Context: an optimization exercise on an open-source flow, tuned for a short achievable clock period and few clock cycles. The choices shown serve that exercise and are no tape-out recipe.

==> v25: inputs <==
==> flow/design.v (excerpt) <==
module Mips(
	input clk,
	input rst,
	output[31:0] imem_addr,
	input[31:0] imem_data,
	output[17:0] SRAM_ADDR,
	output[15:0] SRAM_WDATA,
	input[15:0] SRAM_RDATA,
	output SRAM_WE_N
);
Settings: LEC_CHECK=0, CAP_MARGIN=20, CORE_MARGIN=2, CORE_UTILIZATION=40, SLEW_MARGIN=40; clock period 15.0 ns.
standard.sh (not shown) runs the stock make flow with config.mk's settings and CLKGATE_MAP_FILE= SYNTH_SCRIPT=/design/flow/synth_recipe.tcl, a recipe that flattens the netlist after the stock synthesis.
==> flow/flow/run.sh <==
#!/bin/bash
# Standard ORFS layout (the standard.sh), with timing repair aimed well
# below the 15 ns clock: repair_timing keeps working until the setup slack
# reaches SETUP_SLACK_MARGIN (10.6 ns below the 15 ns clock).
export SETUP_SLACK_MARGIN=10.6
bash standard.sh > standard.log 2>&1
==> v23: changes against v25 <==
--- a/flow/design.v
+++ b/flow/design.v
@@ -19,16 +19,17 @@
 reg [15:0] btb_v;
 reg [25:0] btb_tag [0:15];
 reg [29:0] btb_tgt [0:15];
 reg [2:0]  btb_ctr [0:15];
 reg [7:0]  btb_dif [0:15];
 reg [15:0] btb_xn;
 reg        v2;
 reg [31:0] pc2, seq2;
+reg [23:0] seq2_p1, seq2_m1;    
 reg        bh2, pt2;
 reg [2:0]  bc2;
 reg        vS;
 reg [31:0] irS, pcS, seqS;
 reg [9:0]  pdS;
 reg [31:0] opA_S, opB_S;
 reg        srcF_S;         
 reg        bWA_S, bWB_S, bW2A_S, bW2B_S;
@@ -38,23 +39,24 @@
 reg [31:0] irD, pcD, seqD;
 reg [9:0]  pdD;
 reg        bhD, ptD;
 reg [2:0]  bcD;
 reg [31:0] opA_D, opB_D;
 reg        srcF_D;         
 reg [31:0] opA_F, opB_F;   
 reg        bWA_D, bWB_D;   
+reg        mrd;            
+reg [31:0] mrdTgt;
 reg        bW2A_D, bW2B_D;  
 reg        eA_r, eB_r;     
 reg [31:0] rf [1:31];
 reg [31:1] rfv;           
 reg        vE;
 reg [31:0] A_E, B_E, T_E;
-reg        aW_E, bW_E, tW_E;
 reg [4:0]  rsE, rtE;
 reg        uA_E, uB_E, uT_E;
 reg [15:0] wE;
 reg        cvE, heldMiss, specE;
 reg [CTB-1:0] ctgE;
 reg [31:0] cdE;
 reg [4:0]  destE;
 reg        weE, ldE, stE, bezE, bneE, jmpE, subE;
@@ -135,25 +137,27 @@
 wire [31:0] rdA_N = (rsN != 5'd0 && rfv[rsN]) ? rf[rsN] : 32'd0;
 wire [31:0] rdB_N = (rtN != 5'd0 && rfv[rtN]) ? rf[rtN] : 32'd0;
 wire bW2A_N = weW && destW == rsN && rsN != 5'd0;
 wire bW2B_N = weW && destW == rtN && rtN != 5'd0;
 wire [5:0] opF = imem_data[31:26];
 wire isBezF = (opF == 6'd40);
 wire isBneF = (opF == 6'd41);
 wire stTakenF = imem_data[15] || (isBezF && rsN == 5'd0) || (isBneF && rsN != rtN);
-wire rdF_fire = v2 && !pt2 && ((opF == 6'd42) ||
-                ((isBezF || isBneF) && stTakenF && !bh2 && imem_data[15:0] != 16'd0));
-wire [16:0] tgtF_lo = {1'b0, seq2[17:2]} + {1'b0, imem_data[15:0]};
-wire [13:0] upF = seq2[31:18];
-wire [13:0] upF_p1 = upF + 14'd1;
-wire [13:0] upF_m1 = upF - 14'd1;
-wire [13:0] tgtF_hi = (tgtF_lo[16] && !imem_data[15]) ? upF_p1 :
-                      (!tgtF_lo[16] && imem_data[15]) ? upF_m1 : upF;
-wire [31:0] tgtF = {tgtF_hi, tgtF_lo[15:0], 2'b00};
+wire shortF = (imem_data[15:5] == 11'h000) || (imem_data[15:5] == 11'h7FF);
+wire nzShortF = (|imem_data[5:0]) || imem_data[15];
+wire rdF_fire = v2 && !pt2 && shortF && ((opF == 6'd42) ||
+                ((isBezF || isBneF) && stTakenF && !bh2 && nzShortF));
+wire [6:0]  tgtF_lo = {1'b0, seq2[7:2]} + {1'b0, imem_data[5:0]};
+wire [23:0] upF = seq2[31:8];
+wire [23:0] upF_p1 = seq2_p1;
+wire [23:0] upF_m1 = seq2_m1;
+wire [23:0] tgtF_hi = (tgtF_lo[6] && !imem_data[15]) ? upF_p1 :
+                      (!tgtF_lo[6] && imem_data[15]) ? upF_m1 : upF;
+wire [31:0] tgtF = {tgtF_hi, tgtF_lo[5:0], 2'b00};
 wire ptF = pt2 || rdF_fire;
 wire [5:0] opD = irD[31:26];
 wire [4:0] rsD = irD[25:21];
 wire [4:0] rtD = irD[20:16];
 wire [4:0] rdD = irD[15:11];
 wire [31:0] sxD = {{16{irD[15]}}, irD[15:0]};
 wire isRD    = pdD[0];
 wire isAddiD = pdD[1];
@@ -173,19 +177,19 @@
 wire [31:0] rfA = bWA_D ? dataW : bW2A_D ? dataW2 : srcF_D ? opA_F : opA_D;
 wire [31:0] rfB = bWB_D ? dataW : bW2B_D ? dataW2 : srcF_D ? opB_F : opB_D;
 wire [17:0] ofsD = sxD[17:0] - 18'd1024;
 wire [17:0] eaD = rfA[17:0] + ofsD;
 wire [15:0] wD = eaD[17:2];
 wire [CIB-1:0] ciD = wD[CIB-1:0];
 wire hazD = (isLdD || isStD) &&
             ((vE && weE && rsD == destE) || (lbV && lbWe && rsD == lbDest));
-wire [31:0] Af = aW_E ? dataW : A_E;
-wire [31:0] Bf = bW_E ? dataW : B_E;
-wire [31:0] Tf = tW_E ? dataW : T_E;
+wire [31:0] Af = A_E;
+wire [31:0] Bf = B_E;
+wire [31:0] Tf = T_E;
 wire [31:0] sumE = Af + (subE ? ~Bf : Bf) + {31'd0, subE};
 wire big = |Bf[31:5];
 wire [4:0] sh = Bf[4:0];
 wire [31:0] sllE = big ? 32'd0 : (Af << sh);
 wire [31:0] srE = $signed({cSra_E & Af[31], Af}) >>> (big ? 6'd32 : {1'b0, sh});
 wire [31:0] aluE = ({32{cAdd_E}} & sumE) |
                    ({32{cAnd_E}} & (Af & Bf)) |
                    ({32{cOr_E}}  & (Af | Bf)) |
@@ -217,16 +221,17 @@
 wire st_wr = stEv && !sb_full && !sboard;
 wire stallE = (ldMiss && !ldAlloc) || (stEv && sb_full) || sboard;
 wire advE = !stallE;
 wire e2w = vE && advE && weE && !ldMiss;
 wire capNow = (mst == S_CAPHI);
 wire lbToW = lbV && (lbRdy || capNow) && !e2w;
 wire wn_we = e2w || (lbToW && lbWe);
 wire [4:0] wn_dest = e2w ? destE : lbDest;
+wire [31:0] wn_data = e2w ? (ldE ? cdE : aluE) : lbRdy ? dataL : {SRAM_RDATA, lo_cap};
 wire cbyS = st_wr && ciE == ciD;
 wire fill_we = fillW || pfDataV;
 wire [15:0] fill_a = fillW ? waW : pfFA;
 wire [31:0] fill_d = fillW ? dataW : pfData;
 wire cbyF = fill_we && fill_a[CIB-1:0] == ciD;
 wire [CIB-1:0] pI = rfA[CIB+1:2] ^ sxD[CIB+1:2];
 wire [CIB-1:0] gI = rfA[CIB+1:2] & sxD[CIB+1:2];
 wire c2I = (rfA[1] & sxD[1]) | ((rfA[1] ^ sxD[1]) & rfA[0] & sxD[0]);
@@ -278,45 +283,51 @@
 		S_ISSHI: mst_n = S_CAPLO;
 		S_CAPLO: mst_n = S_CAPHI;
 		default: mst_n = S_IDLE;
 	endcase
 	if (ldAlloc) mst_n = specE ? S_CAPLO : S_ISSHI;
 end
 wire accD = !vD || (advE && !hazD);
 wire fetch_ok = !rst && (accD || (!vS && !v2));
-wire goD = vD && advE && !hazD && !mispE;    
+wire goD = vD && advE && !hazD && !mispE && !mrd;    
 wire brD = (isBezD || isBneD) && nzD;
 wire bneSame = isBneD && sameD;                       
 wire eA = eA_r;                  
 wire eB = eB_r && isBneD;        
 wire useE = (eA || eB) && !bneSame;
 wire lbHazB = lbV && lbWe && (rsD == lbDest || (isBneD && rtD == lbDest));
 wire eAdd = cAdd_E;
 wire eLog = cAnd_E | cOr_E | cNor_E | cXor_E;
 wire eLd = ldE && chit;
-wire [31:0] xD = isBezD ? 32'd0 : (eA ? rfB : rfA);   
+wire [31:0] xD = eA ? rfB : rfA;    
 wire [31:0] bxE = subE ? ~Bf : Bf;
 wire [31:0] ppE = Af ^ bxE;
 wire [31:0] ggE = Af & bxE;
 wire [31:0] cyE = ggE | (ppE & ~xD);
 wire eqAdd = ((ppE ^ xD) == {cyE[30:0], subE});
 wire [31:0] logE = ({32{cAnd_E}} & (Af & Bf)) | ({32{cOr_E}} & (Af | Bf)) |
                    ({32{cNor_E}} & ~(Af | Bf)) | ({32{cXor_E}} & (Af ^ Bf));
 wire eqLog = (logE == xD);
 wire eqLd = (cdE == xD);
-wire eqE = eAdd ? eqAdd : eLog ? eqLog : eqLd;
+wire eqE_x = eAdd ? eqAdd : eLog ? eqLog : eqLd;
+wire [31:0] cyE0 = ggE | ppE;
+wire eqAdd0 = (ppE == {cyE0[30:0], subE});
+wire eqE_0 = eAdd ? eqAdd0 : eLog ? (logE == 32'd0) : (cdE == 32'd0);
+wire eqE = isBezD ? eqE_0 : eqE_x;
 wire eqR = isBezD ? (rfA == 32'd0) : (rfA == rfB);
 wire eqD = bneSame | (useE ? eqE : eqR);
 wire takenD = isBezD ? eqD : !eqD;
 wire resD = brD && goD && !lbHazB && (!useE || eAdd || eLog || eLd);
+wire rdD_fire = vD && isJmpD && !ptD && !mrd;
 wire mispD = resD && (takenD != ptD);
-assign spec_go = vD && isLdD && !hazD && advE && !p_hi && !p_new;
-wire [31:0] pcf_n = mispD ? (ptD ? seqD : tgtD) :
-                    mispE ? redirE : rdF_fire ? tgtF : fetch_ok ? npc : pcf;
+assign spec_go = vD && isLdD && !hazD && advE && !mrd && !p_hi && !p_new;
+wire rdF_eff = rdF_fire && !mispE && !mrd && !rdD_fire;
+wire [31:0] pcf_n = rdF_eff ? tgtF :
+                    mispE ? redirE : mrd ? mrdTgt : rdD_fire ? tgtD : fetch_ok ? npc : pcf;
 integer i;
 always @(posedge clk)
 	ia_q <= pcf_n;
 wire [4:0] rsNew = vS ? rsS : rsN;
 wire [4:0] rtNew = vS ? rtS : rtN;
 always @(posedge clk) begin
 	if (advE) begin
 		eA_r <= goD && weD && destD == rsNew;
@@ -324,48 +335,54 @@
 	end else if (accD) begin
 		eA_r <= vE && weE && destE == rsNew;
 		eB_r <= vE && weE && destE == rtNew;
 	end
 end
 always @(posedge clk or posedge rst) begin
 	if (rst) begin
 		pcf <= 32'd0;
+		mrd <= 1'b0;
 		v2 <= 1'b0;
 		vS <= 1'b0;
 		vD <= 1'b0;
 		ptD <= 1'b0;
 	end else begin
 		pcf <= pcf_n;
-		v2 <= !mispE && !mispD && !rdF_fire && fetch_ok;
-		if (mispE || mispD)
+		mrd <= mispD;
+		v2 <= !mispE && !mrd && !rdD_fire && !rdF_fire && fetch_ok;
+		if (mispE || mrd || rdD_fire)
 			vS <= 1'b0;
 		else if (accD)
 			vS <= vS & v2;
 		else if (v2)
 			vS <= 1'b1;
-		if (mispE)
+		if (mispE || mrd)
 			vD <= 1'b0;
 		else if (accD) begin
-			if (mispD)
+			if (rdD_fire)
 				vD <= 1'b0;
 			else if (vS) begin
 				vD <= 1'b1;
 				ptD <= ptS;
 			end else begin
 				vD <= v2;
 				ptD <= ptF;
 			end
-		end
+		end else if (rdD_fire)
+			ptD <= 1'b1;
 	end
 end
 always @(posedge clk) begin
+	mrdTgt <= ptD ? seqD : tgtD;
 	if (fetch_ok) begin
 		pc2 <= pcf;
 		seq2 <= pcf4;
+		seq2_p1 <= pcf4[31:8] + 24'd1;
+		seq2_m1 <= pcf4[31:8] - 24'd1;
 		bh2 <= bhit;
 		bc2 <= bctr;
 		pt2 <= bpt;
 	end
 	opA_F <= rdA_N;
 	opB_F <= rdB_N;
 	opA_S <= rfA_S;
 	opB_S <= rfB_S;
@@ -468,22 +485,19 @@
 always @(posedge clk or posedge rst) begin
 	if (rst)
 		vE <= 1'b0;
 	else if (advE)
 		vE <= goD;
 end
 always @(posedge clk) begin
 	if (advE) begin
-		A_E <= rfA;
-		B_E <= useB_D ? rfB : sxD;
-		T_E <= rfB;
-		aW_E <= wn_we && wn_dest == rsD;
-		bW_E <= useB_D && wn_we && wn_dest == rtD;
-		tW_E <= wn_we && wn_dest == rtD;
+		A_E <= (wn_we && wn_dest == rsD) ? wn_data : rfA;
+		B_E <= !useB_D ? sxD : (wn_we && wn_dest == rtD) ? wn_data : rfB;
+		T_E <= (wn_we && wn_dest == rtD) ? wn_data : rfB;
 		rsE <= rsD;
 		rtE <= rtD;
 		uA_E <= useA_D;
 		uB_E <= useB_D;
 		uT_E <= isStD;
 		wE <= wD;
 		specE <= spec_go;
 		heldMiss <= 1'b0;
@@ -506,22 +520,19 @@
 		guessE <= resD ? takenD : ptD;
 		nzE <= nzD;
 		tgtE <= tgtD;
 		seqE <= seqD;
 		pcE <= pcD;
 		bhE <= bhD;
 		bcE <= bcD;
 	end else begin
-		A_E <= Af;
-		B_E <= Bf;
-		T_E <= Tf;
-		aW_E <= wn_we && wn_dest == rsE;
-		bW_E <= uB_E && wn_we && wn_dest == rtE;
-		tW_E <= wn_we && wn_dest == rtE;
+		if (wn_we && wn_dest == rsE) A_E <= wn_data;
+		if (uB_E && wn_we && wn_dest == rtE) B_E <= wn_data;
+		if (wn_we && wn_dest == rtE) T_E <= wn_data;
 		specE <= 1'b0;
 		heldMiss <= ldMiss;
 		if (mispE) guessE <= takenE;
 	end
 	cvE <= crvD;
 	ctgE <= crtD;
 	cdE <= crdD;
 end
@@ -560,17 +571,17 @@
 		weW <= 1'b0;
 		fillW <= 1'b0;
 	end else begin
 		weW <= wn_we;
 		fillW <= lbToW && lbFill && !(st_wr && ciE == lbW[CIB-1:0]);
 	end
 end
 always @(posedge clk) begin
-	dataW <= e2w ? (ldE ? cdE : aluE) : lbRdy ? dataL : {SRAM_RDATA, lo_cap};
+	dataW <= wn_data;
 	destW <= wn_dest;
 	dataW2 <= dataW;
 	waW <= lbW;
 end
 always @(posedge clk or posedge rst) begin
 	if (rst) begin
 		pfV <= 1'b0;
 		pf_s1 <= 1'b0;
@@ -624,32 +635,31 @@
 	end
 end
 always @(posedge clk or posedge rst) begin
 	if (rst) begin
 		sb_h <= {SBB{1'b0}};
 		sb_t <= {SBB{1'b0}};
 		sb_n <= {(SBB+1){1'b0}};
 		sb_ph <= 1'b0;
-		swe_n <= 1'b1;
-		sa <= 18'd0;
 	end else begin
 		if (sb_enq) sb_t <= sb_t + 1'b1;
 		if (sb_deq) sb_h <= sb_h + 1'b1;
 		sb_n <= sb_n + {{SBB{1'b0}}, sb_enq} - {{SBB{1'b0}}, sb_deq};
 		if (sb_go) sb_ph <= ~sb_ph;
-		swe_n <= !sb_go;
-		if (p_hi) sa <= {1'b0, lbW, 1'b1};
-		else if (p_new) sa <= {1'b0, wE, specE};
-		else if (spec_go) sa <= {1'b0, wD, 1'b0};
-		else if (sb_go) sa <= {1'b0, sb_a[sb_h], sb_ph};
-		else if (pf_lo_go) sa <= {1'b0, pfW, 1'b0};
-		else if (pf_hi_go) sa <= {1'b0, pfFA, 1'b1};
 	end
 end
 always @(posedge clk) begin
+	swe_n <= rst || !sb_go;
+	sa <= p_hi ? {1'b0, lbW, 1'b1} :
+	      p_new ? {1'b0, wE, specE} :
+	      spec_go ? {1'b0, wD, 1'b0} :
+	      sb_go ? {1'b0, sb_a[sb_h], sb_ph} :
+	      pf_lo_go ? {1'b0, pfW, 1'b0} : {1'b0, pfFA, 1'b1};
+end
+always @(posedge clk) begin
 	if (sb_enq) begin
 		sb_a[sb_t] <= wE;
 		sb_d[sb_t] <= Tf;
 	end
 	sw <= sb_ph ? sb_d[sb_h][31:16] : sb_d[sb_h][15:0];    
 end
 endmodule
==> metrics.csv <==
metric;value;unit
gp_congestion;0.996;
post-cts-setup-buffers;172;
seq_area_share;53.0;%
grt_pass1_wl;1010000;um
final_cell_mix;3750 x edfxtp_1, 1301 x nor2_1, 1106 x a21oi_1, 916 x mux4_2, 684 x nand2_1;
setup_ws;10.36;ns
status;no timing/DRC/antenna violations;
clock-sinks;4335;
The numbers above come from v23.

==> metrics.csv <==
metric;value;unit
final_cell_mix;3607 x edfxtp_1, 1452 x nor2_1, 1310 x a21oi_1, 795 x mux4_2, 761 x mux2i_1;
status;no timing/DRC/antenna violations;
seq_area_share;52.1;%
gp_congestion;1.04;
grt_pass1_wl;1010000;um
routed_wl;731000;um
fp.coreArea;0.494;sq mm
post-cts-setup-buffers;166;
clock-sinks;4258;
cp_num_buf_inv;2;
The numbers above come from v25.

Function was not checked in any run of this note: the RTL went through the layout flow alone.

## separate check: timing with driven ports
The results above use ideal ports. As a check the final layouts listed here were re-extracted and re-timed, cells and wires unchanged.
Step 1 sets driving cells, clkbuf_16 on the clock port and buf_2 on the other inputs (assumed; they add their load-dependent delay and slew).
Step 2 also shifts input and output timing later by t, the mid clock arrival at the registers, as if the neighbouring blocks saw the same clock.
Slacks: ideal / step 1 / step 2; pairs: ideal / step 1.
| run | shift t [ns] | slack for setup (ns) | worst hold slack (ns) |
|---|---|---|---|
| v25 | 1.155 | 10.068 / 10.093 / 8.998 | 0.339 / 0.339 / 0.339 |
| v23 | 1.137 | 10.364 / 10.242 / 9.157 | 0.341 / 0.341 / 0.341 |
After both steps every run listed still meets setup and hold. For v23, which loses most, drivers alone change the setup slack by -0.122 ns; drivers and shift together by -1.207 ns.
